Background: an optimization exercise with open tools, aiming at small area and a short achievable clock period. Do not read the settings as production practice. RTL that was checked went through simulation tests only; none was proved equivalent to the original. Power is estimated from default activity; no workload was simulated.

==> flow/design.v (excerpt) <==
module rec_calc(
    input [16:0] valA,
    input [3:0] op,
    input clk,
    input reset,
    output [16:0] result
);
For scale: ~2700 cells after synthesis, about 81 flip-flops, about 16000 um2 of cells after synthesis.
==> module rec_calc, before the edit <==
module rec_calc(
    input [16:0] valA,
    input [3:0] op,
    input clk,
    input reset,
    output [16:0] result
);
    localparam int JS = 4;           
    logic [16:0] valB;               
    logic [16:0] sx;                 
    logic [16:2*JS] sq;              
    logic [16:0] sb;                 
    logic [18:0] sb3;                
    logic sdiv, ssub, smul;
    logic isdiv, ismul, issub, isadd;
    assign isdiv = (op == 4'd3);
    assign ismul = (op == 4'd2);
    assign issub = (op == 4'd1);
    assign isadd = ~isdiv & ~ismul & ~issub;
    logic [18:0] b3a;
    assign b3a = {2'b0, valB} + {1'b0, valB, 1'b0};
    logic [16:0] xa [JS:7];
    logic [16:0] qa;
    assign xa[7][13:0] = (isdiv | issub) ? valA[13:0] : ismul ? 14'h3fff : ~valA[13:0];
    logic [2*JS-1:0] xlo;
    assign xlo = isadd ? ~valA[2*JS-1:0] : valA[2*JS-1:0];
    logic [20:0] mk0;
    logic [6:0] hz0, g0;
    logic [2:0] xt;
    always_comb
        for (int k = 1; k <= 7; k++) begin
            logic [2:0] lo;
            lo = valB[2:0] * k;
            mk0[(k-1)*3 +: 3] = lo;
            hz0[k-1] = (valB <= 17'd7 / k);
        end
    calc_row #(.W(3), .K(7)) row_top (.x(valA[16:14]), .mk(mk0), .hz(hz0), .en(7'd0), .xn(xt), .g(g0));
    assign xa[7][16:14] = isdiv ? xt : issub ? valA[16:14]
                        : ismul ? ~(valA[16:14] * valB[2:0]) : ~valA[16:14];
    assign qa[16] = g0[3];
    assign qa[15] = (g0[1] & ~g0[3]) | g0[5];
    assign qa[14] = (g0[0] & ~g0[1]) | (g0[2] & ~g0[3]) | (g0[4] & ~g0[5]) | g0[6];
    for (genvar j = 6; j >= JS; j--) begin : rows_a
        logic [2:0] en;
        always_comb
            for (int k = 1; k <= 3; k++)
                en[k-1] = ismul & ({valA[2*j+1], valA[2*j]} >= k);
        calc_row4 #(.J(j)) row (.x(xa[j+1]), .b(valB), .b3(b3a), .div(isdiv), .en(en),
                                .xn(xa[j]), .q(qa[2*j+1:2*j]));
    end
    always @(posedge clk) begin
        if (reset) begin
            sx <= {{(17 - 2*JS){1'b1}}, {(2*JS){1'b0}}};
            sdiv <= 1'b0;
            ssub <= 1'b0;
            smul <= 1'b1;
            valB <= 17'd0;
        end else begin
            sx <= {xa[JS][16:2*JS], xlo};
            sdiv <= isdiv;
            ssub <= issub;
            smul <= ismul;
            valB <= result;
        end
    end
    always @(posedge clk) begin
        sq <= qa[16:2*JS];
        sb <= valB;
        sb3 <= b3a;
    end
    logic [16:0] xb [0:JS];
    logic [2*JS-1:0] qb;
    assign xb[JS] = {sx[16:2*JS], sx[2*JS-1:0] | {(2*JS){smul}}};
    for (genvar j = JS - 1; j >= 0; j--) begin : rows_b
        logic [2:0] en;
        always_comb
            for (int k = 1; k <= 3; k++)
                en[k-1] = (smul & ({sx[2*j+1], sx[2*j]} >= k))
                        | (~sdiv & ~smul & (j == 0) & (k == 1));
        calc_row4 #(.J(j)) row (.x(xb[j+1]), .b(sb), .b3(sb3), .div(sdiv), .en(en),
                                .xn(xb[j]), .q(qb[2*j+1:2*j]));
    end
    assign result = sdiv ? {sq, qb} : ssub ? xb[0] : ~xb[0];
endmodule
Settings: LEC_CHECK=0, ABC_AREA=1, CAP_MARGIN=20, CORE_MARGIN=2, CORE_UTILIZATION=65, GPL_ROUTABILITY_DRIVEN=0, SLEW_MARGIN=20; clock period 33.0 ns.
standard.sh (not shown) runs the stock make flow with config.mk's settings and CLKGATE_MAP_FILE= SYNTH_SCRIPT=/design/flow/synth_recipe.tcl, a recipe that flattens the netlist after the stock synthesis.
==> flow/flow/run.sh <==
#!/bin/bash
set -euo pipefail
SETUP_MARGIN=$(cat flow/setup_margin.txt)
bash standard.sh synth > synth.log 2>&1
bash standard.sh "BUFFER_PORTS_ARGS=-buffer_cell sky130_fd_sc_hd__buf_4" \
    SETUP_SLACK_MARGIN=$SETUP_MARGIN SETUP_MOVE_SEQUENCE=sizeup,swap finish > layout.log 2>&1
==> flow/flow/setup_margin.txt <==
17
Next try:
--- a/flow/design.v
+++ b/flow/design.v
@@ -84,10 +84,10 @@
     localparam int JS = 4;           
     logic [16:0] valB;               
     logic [16:0] sx;                 
     logic [16:2*JS] sq;              
-    logic [16:0] sb;                 
-    logic [18:0] sb3;                
+    logic [16:0] sbn;                
+    logic [18:0] sb3n;               
     logic sdiv, ssub, smul;
     logic isdiv, ismul, issub, isadd;
     assign isdiv = (op == 4'd3);
     assign ismul = (op == 4'd2);
@@ -140,10 +140,10 @@
         end
     end
     always @(posedge clk) begin
         sq <= qa[16:2*JS];
-        sb <= valB;
-        sb3 <= b3a;
+        sbn <= ~valB;
+        sb3n <= ~b3a;
     end
     logic [16:0] xb [0:JS];
     logic [2*JS-1:0] qb;
     assign xb[JS] = {sx[16:2*JS], sx[2*JS-1:0] | {(2*JS){smul}}};
@@ -152,9 +152,9 @@
         always_comb
             for (int k = 1; k <= 3; k++)
                 en[k-1] = (smul & ({sx[2*j+1], sx[2*j]} >= k))
                         | (~sdiv & ~smul & (j == 0) & (k == 1));
-        calc_row4 #(.J(j)) row (.x(xb[j+1]), .b(sb), .b3(sb3), .div(sdiv), .en(en),
+        calc_row4 #(.J(j)) row (.x(xb[j+1]), .b(~sbn), .b3(~sb3n), .div(sdiv), .en(en),
                                 .xn(xb[j]), .q(qb[2*j+1:2*j]));
     end
     assign result = sdiv ? {sq, qb} : ssub ? xb[0] : ~xb[0];
 endmodule
What happened: Design area climbs by 2.0%; clock-buffer cell count does not change; hold slack gains 0.062 ns; sequential power grows by about 2%; core utilization goes up by 2.1 points; via count went up by 0.92%; wire length came out lower by 0.50%; worst setup slack got worse by 0.30 ns; first-iteration DRC count grows by 7.7%; cell count came out higher by 0.46%; power is higher by 4.2%; clock skew hardly moves; die area fell by 1.7%; register-to-register slack got worse by 0.76 ns.


rec_calc, a different RTL version from the one above (not shown whole).
For scale: roughly 40 I/O pins.
// rec_calc
module rec_calc(
    input [16:0] valA,
    input [3:0] op,
    input clk,
    input reset,
    output [16:0] result
);
==> module rec_calc, before the edit <==
module rec_calc(
    input [16:0] valA,
    input [3:0] op,
    input clk,
    input reset,
    output [16:0] result
);
    localparam int JS = 4;           
    logic [16:0] valB;               
    logic [16:0] sx;                 
    logic [16:2*JS] sq;              
    logic [16:0] sb;                 
    logic [18:0] sb3;                
    logic [2*JS-1:0] sa;             
    logic sdiv, ssub, smul;
    logic isdiv, ismul, issub, isadd;
    assign isdiv = (op == 4'd3);
    assign ismul = (op == 4'd2);
    assign issub = (op == 4'd1);
    assign isadd = ~isdiv & ~ismul & ~issub;
    logic [18:0] b3a;
    assign b3a = {2'b0, valB} + {1'b0, valB, 1'b0};
    logic [16:0] xa [JS:7];
    logic [16:0] qa;
    assign xa[7][13:0] = (isdiv | issub) ? valA[13:0] : ismul ? 14'h3fff : ~valA[13:0];
    logic [20:0] mk0;
    logic [6:0] hz0, en0, g0;
    always_comb
        for (int k = 1; k <= 7; k++) begin
            logic [2:0] lo;
            lo = valB[2:0] * k;
            mk0[(k-1)*3 +: 3] = lo;
            hz0[k-1] = isdiv & (valB <= 17'd7 / k);
            en0[k-1] = ismul & (valA[16:14] >= k);
        end
    calc_row #(.W(3), .K(7)) row_top (
        .x((isdiv | issub) ? valA[16:14] : ismul ? 3'h7 : ~valA[16:14]),
        .mk(mk0), .hz(hz0), .en(en0), .xn(xa[7][16:14]), .g(g0));
    assign qa[16] = g0[3];
    assign qa[15] = (g0[1] & ~g0[3]) | g0[5];
    assign qa[14] = (g0[0] & ~g0[1]) | (g0[2] & ~g0[3]) | (g0[4] & ~g0[5]) | g0[6];
    for (genvar j = 6; j >= JS; j--) begin : rows_a
        logic [2:0] en;
        always_comb
            for (int k = 1; k <= 3; k++)
                en[k-1] = ismul & ({valA[2*j+1], valA[2*j]} >= k);
        calc_row4 #(.J(j)) row (.x(xa[j+1]), .b(valB), .b3(b3a), .div(isdiv), .en(en),
                                .xn(xa[j]), .q(qa[2*j+1:2*j]));
    end
    always @(posedge clk) begin
        if (reset) begin
            sx <= 17'h1ffff;
            sq <= '0;
            sb <= '0;
            sb3 <= '0;
            sa <= '0;
            sdiv <= 1'b0;
            ssub <= 1'b0;
            smul <= 1'b1;
            valB <= 17'd0;
        end else begin
            sx <= xa[JS];
            sq <= qa[16:2*JS];
            sb <= valB;
            sb3 <= b3a;
            sa <= valA[2*JS-1:0];
            sdiv <= isdiv;
            ssub <= issub;
            smul <= ismul;
            valB <= result;
        end
    end
    logic [16:0] xb [0:JS];
    logic [2*JS-1:0] qb;
    assign xb[JS] = sx;
    for (genvar j = JS - 1; j >= 0; j--) begin : rows_b
        logic [2:0] en;
        always_comb
            for (int k = 1; k <= 3; k++)
                en[k-1] = (smul & ({sa[2*j+1], sa[2*j]} >= k))
                        | (~sdiv & ~smul & (j == 0) & (k == 1));
        calc_row4 #(.J(j)) row (.x(xb[j+1]), .b(sb), .b3(sb3), .div(sdiv), .en(en),
                                .xn(xb[j]), .q(qb[2*j+1:2*j]));
    end
    assign result = sdiv ? {sq, qb} : ssub ? xb[0] : ~xb[0];
endmodule
Settings: LEC_CHECK=0, ABC_AREA=1, CAP_MARGIN=20, CORE_MARGIN=2, CORE_UTILIZATION=65, SLEW_MARGIN=20; clock period 33.0 ns.
run.sh (not shown) runs the stock make flow with config.mk's settings and CLKGATE_MAP_FILE= SYNTH_SCRIPT=/design/flow/synth_recipe.tcl, a recipe that flattens the netlist after the stock synthesis.
Stock flow here: none of the scripts above is used.
Change:
--- a/flow/design.v
+++ b/flow/design.v
@@ -70,20 +70,20 @@
     logic [16:0] xa [JS:7];
     logic [16:0] qa;
     assign xa[7][13:0] = (isdiv | issub) ? valA[13:0] : ismul ? 14'h3fff : ~valA[13:0];
     logic [20:0] mk0;
-    logic [6:0] hz0, en0, g0;
+    logic [6:0] hz0, g0;
+    logic [2:0] xt;
     always_comb
         for (int k = 1; k <= 7; k++) begin
             logic [2:0] lo;
             lo = valB[2:0] * k;
             mk0[(k-1)*3 +: 3] = lo;
-            hz0[k-1] = isdiv & (valB <= 17'd7 / k);
-            en0[k-1] = ismul & (valA[16:14] >= k);
+            hz0[k-1] = (valB <= 17'd7 / k);
         end
-    calc_row #(.W(3), .K(7)) row_top (
-        .x((isdiv | issub) ? valA[16:14] : ismul ? 3'h7 : ~valA[16:14]),
-        .mk(mk0), .hz(hz0), .en(en0), .xn(xa[7][16:14]), .g(g0));
+    calc_row #(.W(3), .K(7)) row_top (.x(valA[16:14]), .mk(mk0), .hz(hz0), .en(7'd0), .xn(xt), .g(g0));
+    assign xa[7][16:14] = isdiv ? xt : issub ? valA[16:14]
+                        : ismul ? ~(valA[16:14] * valB[2:0]) : ~valA[16:14];
     assign qa[16] = g0[3];
     assign qa[15] = (g0[1] & ~g0[3]) | g0[5];
     assign qa[14] = (g0[0] & ~g0[1]) | (g0[2] & ~g0[3]) | (g0[4] & ~g0[5]) | g0[6];
     for (genvar j = 6; j >= JS; j--) begin : rows_a
@@ -96,27 +96,26 @@
     end
     always @(posedge clk) begin
         if (reset) begin
             sx <= 17'h1ffff;
-            sq <= '0;
-            sb <= '0;
-            sb3 <= '0;
             sa <= '0;
             sdiv <= 1'b0;
             ssub <= 1'b0;
             smul <= 1'b1;
             valB <= 17'd0;
         end else begin
             sx <= xa[JS];
-            sq <= qa[16:2*JS];
-            sb <= valB;
-            sb3 <= b3a;
             sa <= valA[2*JS-1:0];
             sdiv <= isdiv;
             ssub <= issub;
             smul <= ismul;
             valB <= result;
         end
+    end
+    always @(posedge clk) begin
+        sq <= qa[16:2*JS];
+        sb <= valB;
+        sb3 <= b3a;
     end
     logic [16:0] xb [0:JS];
     logic [2*JS-1:0] qb;
     assign xb[JS] = sx;
Effect:
- global-route usage climbs by 0.29 points
- wire length came out lower by 2.2%
- clock-buffer cell count came out higher by 1
- via count went down by 4.2%
- design area goes down by 1.3%
- final cell count is lower by 4.7%


## job 1864
The RTL this note starts from:
==> flow/design.v <==
module calc_row #(parameter int W = 17, parameter int K = 3) (
    input  logic [W-1:0]   x,
    input  logic [K*W-1:0] mk,      
    input  logic [K-1:0]   hz,      
    input  logic [K-1:0]   en,      
    output logic [W-1:0]   xn,
    output logic [K-1:0]   g
);
    logic [W:0] t [1:K];
    always_comb begin
        for (int k = 1; k <= K; k++) begin
            t[k] = {1'b0, x} - {1'b0, mk[(k-1)*W +: W]};
            g[k-1] = (hz[k-1] & ~t[k][W]) | en[k-1];
        end
        xn = x & {W{~g[0]}};
        for (int k = 1; k <= K; k++)
            xn = xn | (t[k][W-1:0] & {W{g[k-1] & (k == K || !g[k])}});
    end
endmodule
module calc_row4 #(parameter int J = 0) (
    input  logic [16:0] x,
    input  logic [16:0] b,
    input  logic [18:0] b3,         
    input  logic        div,
    input  logic [2:0]  en,
    output logic [16:0] xn,
    output logic [1:0]  q
);
    localparam int W = 17 - 2 * J;
    logic [18:0] m [1:3];
    logic [3*W-1:0] mk;
    logic [2:0] hz, g;
    assign m[1] = {2'b0, b};
    assign m[2] = {1'b0, b, 1'b0};
    assign m[3] = b3;
    always_comb
        for (int k = 1; k <= 3; k++) begin
            mk[(k-1)*W +: W] = m[k][W-1:0];
            hz[k-1] = div & ((m[k] >> W) == 19'd0);
        end
    calc_row #(.W(W), .K(3)) row (.x(x[16:2*J]), .mk(mk), .hz(hz), .en(en), .xn(xn[16:2*J]), .g(g));
    if (J > 0) begin : low
        assign xn[2*J-1:0] = x[2*J-1:0];
    end
    assign q[1] = g[1];
    assign q[0] = (g[0] & ~g[1]) | g[2];
endmodule
module rec_calc(
    input [16:0] valA,
    input [3:0] op,
    input clk,
    input reset,
    output [16:0] result
);
    localparam int JS = 4;           
    logic [16:0] valB;               
    logic [16:0] sx;                 
    logic [16:2*JS] sq;              
    logic [16:0] sb;                 
    logic [18:0] sb3;                
    logic [2*JS-1:0] sa;             
    logic sdiv, ssub, smul;
    logic isdiv, ismul, issub, isadd;
    assign isdiv = (op == 4'd3);
    assign ismul = (op == 4'd2);
    assign issub = (op == 4'd1);
    assign isadd = ~isdiv & ~ismul & ~issub;
    logic [18:0] b3a;
    assign b3a = {2'b0, valB} + {1'b0, valB, 1'b0};
    logic [16:0] xa [JS:8];
    logic [16:0] qa;
    assign xa[8][15:0] = (isdiv | issub) ? valA[15:0] : ismul ? 16'hffff : ~valA[15:0];
    assign qa[16] = (valB[16:1] == 16'd0) & (valA[16] | ~valB[0]);
    assign xa[8][16] = isdiv ? valA[16] ^ (qa[16] & valB[0]) : issub ? valA[16]
                     : ismul ? ~(valA[16] & valB[0]) : ~valA[16];
    for (genvar j = 7; j >= JS; j--) begin : rows_a
        logic [2:0] en;
        always_comb
            for (int k = 1; k <= 3; k++)
                en[k-1] = ismul & ({valA[2*j+1], valA[2*j]} >= k);
        calc_row4 #(.J(j)) row (.x(xa[j+1]), .b(valB), .b3(b3a), .div(isdiv), .en(en),
                                .xn(xa[j]), .q(qa[2*j+1:2*j]));
    end
    always @(posedge clk) begin
        if (reset) begin
            sx <= 17'h1ffff;
            sa <= '0;
            sdiv <= 1'b0;
            ssub <= 1'b0;
            smul <= 1'b1;
            valB <= 17'd0;
        end else begin
            sx <= xa[JS];
            sa <= valA[2*JS-1:0];
            sdiv <= isdiv;
            ssub <= issub;
            smul <= ismul;
            valB <= result;
        end
    end
    always @(posedge clk) begin
        sq <= qa[16:2*JS];
        sb <= valB;
        sb3 <= b3a;
    end
    logic [16:0] xb [0:JS];
    logic [2*JS-1:0] qb;
    assign xb[JS] = sx;
    for (genvar j = JS - 1; j >= 0; j--) begin : rows_b
        logic [2:0] en;
        always_comb
            for (int k = 1; k <= 3; k++)
                en[k-1] = (smul & ({sa[2*j+1], sa[2*j]} >= k))
                        | (~sdiv & ~smul & (j == 0) & (k == 1));
        calc_row4 #(.J(j)) row (.x(xb[j+1]), .b(sb), .b3(sb3), .div(sdiv), .en(en),
                                .xn(xb[j]), .q(qb[2*j+1:2*j]));
    end
    assign result = sdiv ? {sq, qb} : ssub ? xb[0] : ~xb[0];
endmodule
Settings: LEC_CHECK=0, ABC_AREA=1, CAP_MARGIN=20, CORE_MARGIN=2, CORE_UTILIZATION=65, SLEW_MARGIN=20; clock period 33.0 ns.
For job 7488, these inputs were changed with respect to job 1864:
-- flow/design.v --
<<< job 1864, line 7
    output logic [K-1:0]   g
);
    logic [W:0] t [1:K];
    always_comb begin
        for (int k = 1; k <= K; k++) begin
            t[k] = {1'b0, x} - {1'b0, mk[(k-1)*W +: W]};
            g[k-1] = (hz[k-1] & ~t[k][W]) | en[k-1];
        end
        xn = x & {W{~g[0]}};
>>> job 7488, line 7
    output logic [K-1:0]   g
);
    function automatic logic [W:0] sub(input logic [W-1:0] a, input logic [W-1:0] y);
        logic [W-1:0] gg, pp, p;
        logic [W:0] c;
        integer i, d;
        p = a ^ ~y;
        pp = p;
        gg = a & ~y;
        gg[0] = gg[0] | pp[0];       
        for (d = 1; d < W; d = d * 2)
            for (i = 0; i < W; i = i + 1)
                if (i & d) begin
                    gg[i] = gg[i] | (pp[i] & gg[(i & ~(d - 1)) - 1]);
                    pp[i] = pp[i] & pp[(i & ~(d - 1)) - 1];
                end
        c[0] = 1'b1;
        c[W:1] = gg;
        sub = {c[W], p ^ c[W-1:0]};
    endfunction
    logic [W:0] t [1:K];
    always_comb begin
        for (int k = 1; k <= K; k++) begin
            t[k] = sub(x, mk[(k-1)*W +: W]);
            g[k-1] = (hz[k-1] & t[k][W]) | en[k-1];
        end
        xn = x & {W{~g[0]}};
<<< job 1864, line 68
    logic [18:0] b3a;
    assign b3a = {2'b0, valB} + {1'b0, valB, 1'b0};
    logic [16:0] xa [JS:8];
    logic [16:0] qa;
    assign xa[8][15:0] = (isdiv | issub) ? valA[15:0] : ismul ? 16'hffff : ~valA[15:0];
    assign qa[16] = (valB[16:1] == 16'd0) & (valA[16] | ~valB[0]);
    assign xa[8][16] = isdiv ? valA[16] ^ (qa[16] & valB[0]) : issub ? valA[16]
                     : ismul ? ~(valA[16] & valB[0]) : ~valA[16];
    for (genvar j = 7; j >= JS; j--) begin : rows_a
        logic [2:0] en;
        always_comb
>>> job 7488, line 86
    logic [18:0] b3a;
    assign b3a = {2'b0, valB} + {1'b0, valB, 1'b0};
    logic [16:0] xa [JS:7];
    logic [16:0] qa;
    assign xa[7][13:0] = (isdiv | issub) ? valA[13:0] : ismul ? 14'h3fff : ~valA[13:0];
    logic [20:0] mk0;
    logic [6:0] hz0, g0;
    logic [2:0] xt;
    always_comb
        for (int k = 1; k <= 7; k++) begin
            logic [2:0] lo;
            lo = valB[2:0] * k;
            mk0[(k-1)*3 +: 3] = lo;
            hz0[k-1] = (valB <= 17'd7 / k);
        end
    calc_row #(.W(3), .K(7)) row_top (.x(valA[16:14]), .mk(mk0), .hz(hz0), .en(7'd0), .xn(xt), .g(g0));
    assign xa[7][16:14] = isdiv ? xt : issub ? valA[16:14]
                        : ismul ? ~(valA[16:14] * valB[2:0]) : ~valA[16:14];
    assign qa[16] = g0[3];
    assign qa[15] = (g0[1] & ~g0[3]) | g0[5];
    assign qa[14] = (g0[0] & ~g0[1]) | (g0[2] & ~g0[3]) | (g0[4] & ~g0[5]) | g0[6];
    for (genvar j = 6; j >= JS; j--) begin : rows_a
        logic [2:0] en;
        always_comb
Findings:
In the reports for job 1864 and job 7488, the larger worst hold slack belongs to job 7488. In job 7488, combined buffer and inverter count along the critical path is higher than in job 1864. Diff job 1864 and job 7488: setup slack after placement lower in job 7488. Share of cell area taken by multi-input logic gates on job 7488 is down relative to job 1864. Against job 1864 as the reference, job 7488 delivers a lower die area. Area of the mapped netlist was lower in the run labelled job 7488. Summary of job 7488 over job 1864: total wirelength of the detailed-routed design dropped about 11%; area growth from synthesis to final layout climbed 1.2 points; simple-gate area share of the yosys netlist dropped 3.7 points; clock-buffer cell count dropped 2; final estimated routing congestion in global placement climbed 5.1%.
No run of this note included a check of the RTL's function; only the layout flow was run.

-- re-timing with driven ports --
The results above use ideal ports. As a check the final layouts listed here were re-extracted and re-timed, cells and wires unchanged. Step 1 (the two cells are an assumption about what drives the block):
set clk [get_ports {clk}]
set_driving_cell -lib_cell sky130_fd_sc_hd__clkbuf_16 $clk
set_driving_cell -lib_cell sky130_fd_sc_hd__buf_2 [delete_from_list [all_inputs] $clk]
Step 2 moves the port delays by t, midway between the first and last clock arrival at a register: inputs arrive t later, outputs are due t later. That takes back most of the time a late clock gives input paths. Slacks: ideal ports / drivers / drivers and shift; pairs: ideal ports / drivers.
| run | t, ns | setup slack, ns | worst register clock-pin slew, ns | worst slew at a driven data input, ns |
|---|---|---|---|---|
| the first run of note 1 | 0.377 | 17.542 / 17.498 / 17.557 | 0.07 / 0.07 | 0.04 |
| the second run of note 1 | 0.377 | 17.243 / 17.202 / 17.579 | 0.07 / 0.07 | 0.04 |
| the first run of note 2 | 0.398 | 15.597 / 15.550 / 15.948 | 0.07 / 0.07 | 0.06 |
| the second run of note 2 | 0.388 | 15.438 / 15.393 / 15.780 | 0.07 / 0.07 | 0.03 |
| job 1864 | 0.394 | 14.390 / 14.344 / 14.738 | 0.08 / 0.08 | 0.03 |
| job 7488 | 0.387 | 13.757 / 13.714 / 14.101 | 0.09 / 0.09 | 0.03 |
After both steps every run listed still meets setup and hold.
